Background: an optimization exercise with open tools, aiming at small area, a short achievable clock period and few clock cycles. Do not read the settings as production practice. Where RTL was checked, it was by simulation tests only, not by an equivalence proof against the original. Power and IR drop assume default switching activity.

==> module LBP, before the edit <==
module LBP(
	clk,
	reset,
	gray_addr,
	gray_req,
	gray_ready,
	gray_data,
	lbp_addr,
	lbp_valid,
	lbp_data,
	finish
);
input clk;
input reset;
input gray_ready;
input [7:0] gray_data;
output [13:0] gray_addr;
output reg gray_req;
output reg [13:0] lbp_addr;
output reg lbp_valid;
output reg [7:0] lbp_data;
output reg finish;
localparam S  = 8;         
localparam H  = S - 2;     
localparam IW = 3;         
reg [6:0] row;
reg [6:0] col;
reg [IW-1:0] ri;           
assign gray_addr = {row, col};
wire run      = gray_ready & ~finish;
wire col_end  = (ri == S-1);
wire last     = col_end & (col == 7'd127) & (row == 7'd127);
always @(posedge clk or posedge reset) begin
	if (reset) begin
		row <= 7'd0;
		col <= 7'd0;
		ri  <= {IW{1'b0}};
	end
	else if (run) begin
		if (col_end) begin
			ri  <= {IW{1'b0}};
			col <= col + 7'd1;
			if (col == 7'd127) row <= row - 7'd1;           
			else               row <= row - (S - 1);       
		end
		else begin
			ri  <= ri + 1'b1;
			row <= row + 7'd1;
		end
	end
end
reg [7:0] p [1:S+1];
integer k;
always @(posedge clk) begin
	p[1] <= gray_data;
	for (k = 2; k <= S + 1; k = k + 1) p[k] <= p[k-1];
end
wire [7:0] x = gray_data;
function ge8;
	input [7:0] a;
	input [7:0] b;
	integer j;
	reg r;
	begin
		r = 1'b1;
		for (j = 0; j < 8; j = j + 1)
			r = (a[j] & ~b[j]) | (a[j] & r) | (~b[j] & r);
		ge8 = r;
	end
endfunction
wire n_up = ge8(p[1], x);    
wire n_dl = ge8(p[S-1], x);    
wire n_l = ge8(p[S], x);    
wire n_ul = ge8(p[S+1], x);    
wire c_up = ge8(x, p[1]);      
wire c_dl = ge8(x, p[S-1]);    
wire c_l = ge8(x, p[S]);      
wire c_ul = ge8(x, p[S+1]);    
reg [3:0] q1;
reg [4:0] qm [2:S-1];
reg [5:0] qs;
reg [6:0] qs1;
always @(posedge clk) begin
	q1 <= {n_dl, n_l, n_up, n_ul};
	qm[2] <= {c_up, q1};
	for (k = 3; k <= S - 1; k = k + 1) qm[k] <= qm[k-1];
	qs  <= {c_dl, qm[S-1]};
	qs1 <= {c_l, qs};
end
wire [7:0] code = {c_ul, qs1[4], qs1[3], qs1[6], qs1[2], qs1[5], qs1[1], qs1[0]};
always @(posedge clk) begin
	lbp_data <= code;
	lbp_addr <= {row - 7'd1, col - 7'd1};
end
always @(posedge clk or posedge reset) begin
	if (reset) begin
		lbp_valid <= 1'b0;
		finish    <= 1'b0;
		gray_req  <= 1'b1;
	end
	else begin
		lbp_valid <= run & (ri >= 2) & (col >= 7'd2);
		if (run & last) begin
			finish   <= 1'b1;
			gray_req <= 1'b0;
		end
	end
end
endmodule
export LEC_CHECK = 0
export CAP_MARGIN = 20
export CORE_MARGIN = 2
export CORE_UTILIZATION = 65
export CTS_BUF_LIST = sky130_fd_sc_hd__clkbuf_8
export SETUP_SLACK_MARGIN = 3
export SLEW_MARGIN = 20
create_clock -name core_clock -period 5.0 [get_ports {clk}]
standard.sh (not shown) runs the stock make flow with config.mk's settings and CLKGATE_MAP_FILE= SYNTH_SCRIPT=/design/flow/synth_recipe.tcl, a recipe that flattens the netlist after the stock synthesis.
==> flow/flow/run.sh <==
#!/bin/bash
# Standard ORFS flow, with port buffers and timing repair free to use any
# buffer/gate size instead of only same-footprint swaps.
set -euo pipefail
bash standard.sh MATCH_CELL_FOOTPRINT=0 "BUFFER_PORTS_ARGS=-buffer_cell sky130_fd_sc_hd__buf_2" finish > standard_flow.log 2>&1
==> next run, changes <==
--- a/flow/design.v
+++ b/flow/design.v
@@ -57,5 +57,4 @@
 	for (k = 2; k <= S + 1; k = k + 1) p[k] <= p[k-1];
 end
-wire [7:0] x = gray_data;
 function ge8;
 	input [7:0] a;
@@ -70,24 +69,26 @@
 	end
 endfunction
-wire n_up = ge8(p[1], x);    
-wire n_dl = ge8(p[S-1], x);    
-wire n_l = ge8(p[S], x);    
-wire n_ul = ge8(p[S+1], x);    
-wire c_up = ge8(x, p[1]);      
-wire c_dl = ge8(x, p[S-1]);    
-wire c_l = ge8(x, p[S]);      
-wire c_ul = ge8(x, p[S+1]);    
-reg [3:0] q1;
-reg [4:0] qm [2:S-1];
-reg [5:0] qs;
-reg [6:0] qs1;
+wire [7:0] x = gray_data;
+wire [7:0] c = p[S+1];
+wire c_dr  = ge8(x,    c);     
+wire c_r   = ge8(p[1], c);     
+wire c_ur  = ge8(p[2], c);     
+wire c_d   = ge8(p[S], c);     
+wire x_ul  = ge8(c, x);        
+wire r_l   = ge8(c, p[1]);     
+wire ur_dl = ge8(c, p[2]);     
+wire d_u   = ge8(c, p[S]);     
+reg       q1;
+reg [1:0] q2;
+reg [2:0] qm [3:S];
+reg [3:0] qs1;
 always @(posedge clk) begin
-	q1 <= {n_dl, n_l, n_up, n_ul};
-	qm[2] <= {c_up, q1};
-	for (k = 3; k <= S - 1; k = k + 1) qm[k] <= qm[k-1];
-	qs  <= {c_dl, qm[S-1]};
-	qs1 <= {c_l, qs};
+	q1    <= x_ul;
+	q2    <= {r_l, q1};
+	qm[3] <= {ur_dl, q2};
+	for (k = 4; k <= S; k = k + 1) qm[k] <= qm[k-1];
+	qs1   <= {d_u, qm[S]};
 end
-wire [7:0] code = {c_ul, qs1[4], qs1[3], qs1[6], qs1[2], qs1[5], qs1[1], qs1[0]};
+wire [7:0] code = {c_dr, c_d, qs1[2], c_r, qs1[1], c_ur, qs1[3], qs1[0]};
 always @(posedge clk) begin
 	lbp_data <= code;
After rerunning:
- The new run went through all stages and came out clean
- final cell count falls by 7.4%
- clock power went up by 8.1%
- combinational power grows by 7.9%
- maximum frequency came out higher by 0.48%
- non-clock buffer count drops by 2
- area after synthesis goes down by 9.8%
- sequential share of layout area falls by 3.2 points
Testbench counts after the change, summed over its fixed seeds: cycles 64,515.
Function not checked in the first run of this note: the RTL went through the layout flow alone.

========
== the baseline ==
The RTL this note starts from:
==> flow/design.v <==
`timescale 1ns/10ps
module LBP(
	clk,
	reset,
	gray_addr,
	gray_req,
	gray_ready,
	gray_data,
	lbp_addr,
	lbp_valid,
	lbp_data,
	finish
);
input clk;
input reset;
input gray_ready;
input [7:0] gray_data;
output [13:0] gray_addr;
output reg gray_req;
output reg [13:0] lbp_addr;
output reg lbp_valid;
output reg [7:0] lbp_data;
output reg finish;
localparam S  = 8;         
localparam H  = S - 2;     
localparam IW = 3;         
reg [6:0] row;
reg [6:0] col;
reg [IW-1:0] ri;           
assign gray_addr = {row, col};
wire run      = gray_ready & ~finish;
wire col_end  = (ri == S-1);
wire last     = col_end & (col == 7'd127) & (row == 7'd127);
always @(posedge clk or posedge reset) begin
	if (reset) begin
		row <= 7'd0;
		col <= 7'd0;
		ri  <= {IW{1'b0}};
	end
	else if (run) begin
		if (col_end) begin
			ri  <= {IW{1'b0}};
			col <= col + 7'd1;
			if (col == 7'd127) row <= row - 7'd1;           
			else               row <= row - (S - 1);       
		end
		else begin
			ri  <= ri + 1'b1;
			row <= row + 7'd1;
		end
	end
end
reg [7:0] p [1:S+1];
integer k;
always @(posedge clk) begin
	p[1] <= gray_data;
	for (k = 2; k <= S + 1; k = k + 1) p[k] <= p[k-1];
end
function ge8;
	input [7:0] a;
	input [7:0] b;
	integer j;
	reg r;
	begin
		r = 1'b1;
		for (j = 0; j < 8; j = j + 1)
			r = (a[j] & ~b[j]) | (a[j] & r) | (~b[j] & r);
		ge8 = r;
	end
endfunction
wire [7:0] x = gray_data;
wire [7:0] c = p[S+1];
wire c_dr  = ge8(x,    c);     
wire c_r   = ge8(p[1], c);     
wire c_ur  = ge8(p[2], c);     
wire c_d   = ge8(p[S], c);     
wire x_ul  = ge8(c, x);        
wire r_l   = ge8(c, p[1]);     
wire ur_dl = ge8(c, p[2]);     
wire d_u   = ge8(c, p[S]);     
reg       q1;
reg [1:0] q2;
reg [2:0] qm [3:S];
reg [3:0] qs1;
always @(posedge clk) begin
	q1    <= x_ul;
	q2    <= {r_l, q1};
	qm[3] <= {ur_dl, q2};
	for (k = 4; k <= S; k = k + 1) qm[k] <= qm[k-1];
	qs1   <= {d_u, qm[S]};
end
wire [7:0] code = {c_dr, c_d, qs1[2], c_r, qs1[1], c_ur, qs1[3], qs1[0]};
always @(posedge clk) begin
	lbp_data <= code;
	lbp_addr <= {row - 7'd1, col - 7'd1};
end
always @(posedge clk or posedge reset) begin
	if (reset) begin
		lbp_valid <= 1'b0;
		finish    <= 1'b0;
		gray_req  <= 1'b1;
	end
	else begin
		lbp_valid <= run & (ri >= 2) & (col >= 7'd2);
		if (run & last) begin
			finish   <= 1'b1;
			gray_req <= 1'b0;
		end
	end
end
endmodule
==> flow/config.mk <==
export PLATFORM = sky130hd
export DESIGN_NAME = LBP
export DESIGN_NICKNAME = LBP
export VERILOG_FILES = /design/flow/design.v
export SDC_FILE = /design/flow/constraint.sdc
export NUM_CORES = 4
export LEC_CHECK = 0
export CAP_MARGIN = 20
export CORE_MARGIN = 2
export CORE_UTILIZATION = 65
export CTS_BUF_LIST = sky130_fd_sc_hd__clkbuf_8
export SETUP_SLACK_MARGIN = 3
export SLEW_MARGIN = 20
==> flow/constraint.sdc <==
create_clock -name core_clock -period 5.0 [get_ports {clk}]
set_input_delay 1.0000 -clock core_clock [delete_from_list [all_inputs] [get_ports {clk}]]
set_output_delay 1.0000 -clock core_clock [all_outputs]
set_load 0.01 [all_outputs]
run.sh (not shown) runs the stock make flow with config.mk's settings and CLKGATE_MAP_FILE= SYNTH_SCRIPT=/design/flow/synth_recipe.tcl, a recipe that flattens the netlist after the stock synthesis.
Stock flow here: none of the scripts above is used.
Testbench counts of the baseline, summed over its fixed seeds: cycles 64,515.
Input-level comparison between the candidate and the baseline:
--- a/flow/design.v
+++ b/flow/design.v
@@ -55,8 +55,9 @@
 always @(posedge clk) begin
 	p[1] <= gray_data;
 	for (k = 2; k <= S + 1; k = k + 1) p[k] <= p[k-1];
 end
+wire [7:0] x = gray_data;
 function ge8;
 	input [7:0] a;
 	input [7:0] b;
 	integer j;
@@ -67,30 +68,28 @@
 			r = (a[j] & ~b[j]) | (a[j] & r) | (~b[j] & r);
 		ge8 = r;
 	end
 endfunction
-wire [7:0] x = gray_data;
-wire [7:0] c = p[S+1];
-wire c_dr  = ge8(x,    c);     
-wire c_r   = ge8(p[1], c);     
-wire c_ur  = ge8(p[2], c);     
-wire c_d   = ge8(p[S], c);     
-wire x_ul  = ge8(c, x);        
-wire r_l   = ge8(c, p[1]);     
-wire ur_dl = ge8(c, p[2]);     
-wire d_u   = ge8(c, p[S]);     
-reg       q1;
-reg [1:0] q2;
-reg [2:0] qm [3:S];
-reg [3:0] qs1;
+wire n_up = ge8(p[1], x);    
+wire n_dl = ge8(p[S-1], x);    
+wire n_l = ge8(p[S], x);    
+wire n_ul = ge8(p[S+1], x);    
+wire c_up = ge8(x, p[1]);      
+wire c_dl = ge8(x, p[S-1]);    
+wire c_l = ge8(x, p[S]);      
+wire c_ul = ge8(x, p[S+1]);    
+reg [3:0] q1;
+reg [4:0] qm [2:S-1];
+reg [5:0] qs;
+reg [6:0] qs1;
 always @(posedge clk) begin
-	q1    <= x_ul;
-	q2    <= {r_l, q1};
-	qm[3] <= {ur_dl, q2};
-	for (k = 4; k <= S; k = k + 1) qm[k] <= qm[k-1];
-	qs1   <= {d_u, qm[S]};
+	q1 <= {n_dl, n_l, n_up, n_ul};
+	qm[2] <= {c_up, q1};
+	for (k = 3; k <= S - 1; k = k + 1) qm[k] <= qm[k-1];
+	qs  <= {c_dl, qm[S-1]};
+	qs1 <= {c_l, qs};
 end
-wire [7:0] code = {c_dr, c_d, qs1[2], c_r, qs1[1], c_ur, qs1[3], qs1[0]};
+wire [7:0] code = {c_ul, qs1[4], qs1[3], qs1[6], qs1[2], qs1[5], qs1[1], qs1[0]};
 always @(posedge clk) begin
 	lbp_data <= code;
 	lbp_addr <= {row - 7'd1, col - 7'd1};
 end
- Compared with the baseline, the candidate shows a layout overhead on the synthesized area that is 2.5 points lower.
- Flip-flop and latch share of the layout cell area: the baseline and the candidate compared, higher one is the candidate
- Count of state elements after synthesis in the candidate is 22 higher than in the baseline
- The candidate vs. the baseline: number of nets produced by synthesis went up 25, overall die width went up 5.0%, cell area went up about 9%, switching power summed over all nets went up about 11%, cell count after synthesis went up 26.
- The candidate: via count of the first global-routing pass 405 above the baseline
- Against the baseline, the candidate reports a non-clock buffer count that is higher.
- Utilization the baseline -> the candidate: down
Only the layout flow was run in the candidate; the RTL was not checked for function there.

what the ideal ports hide:
Ports are ideal in the flow. The routed layouts listed here were re-timed in OpenROAD. Step 1: set_driving_cell puts a clkbuf_16 on clk and a buf_2 on each other input, an assumption about the parent block. Step 2, shift: input delay + t, output delay - t, t = (earliest + latest rising clock arrival at the registers) / 2. This alone moves slack from input paths to output paths. Slacks: no drivers / after step 1 / after step 2; pairs: no drivers / after step 1.
run	shift t [ns]	slack for setup (ns)	clock arrival spread, ns
the first run of note 1	0.443	2.946 / 2.914 / 2.586	0.013 / 0.012
the second run of note 1	0.449	2.955 / 2.925 / 2.769	0.009 / 0.009
the baseline	0.458	2.935 / 2.907 / 2.566	0.015 / 0.015
the candidate	0.464	2.926 / 2.895 / 2.607	0.015 / 0.015
After both steps every run listed still meets setup and hold. The setup slack of the baseline, which loses most, moves by -0.028 ns with the drivers and by -0.369 ns with both steps.
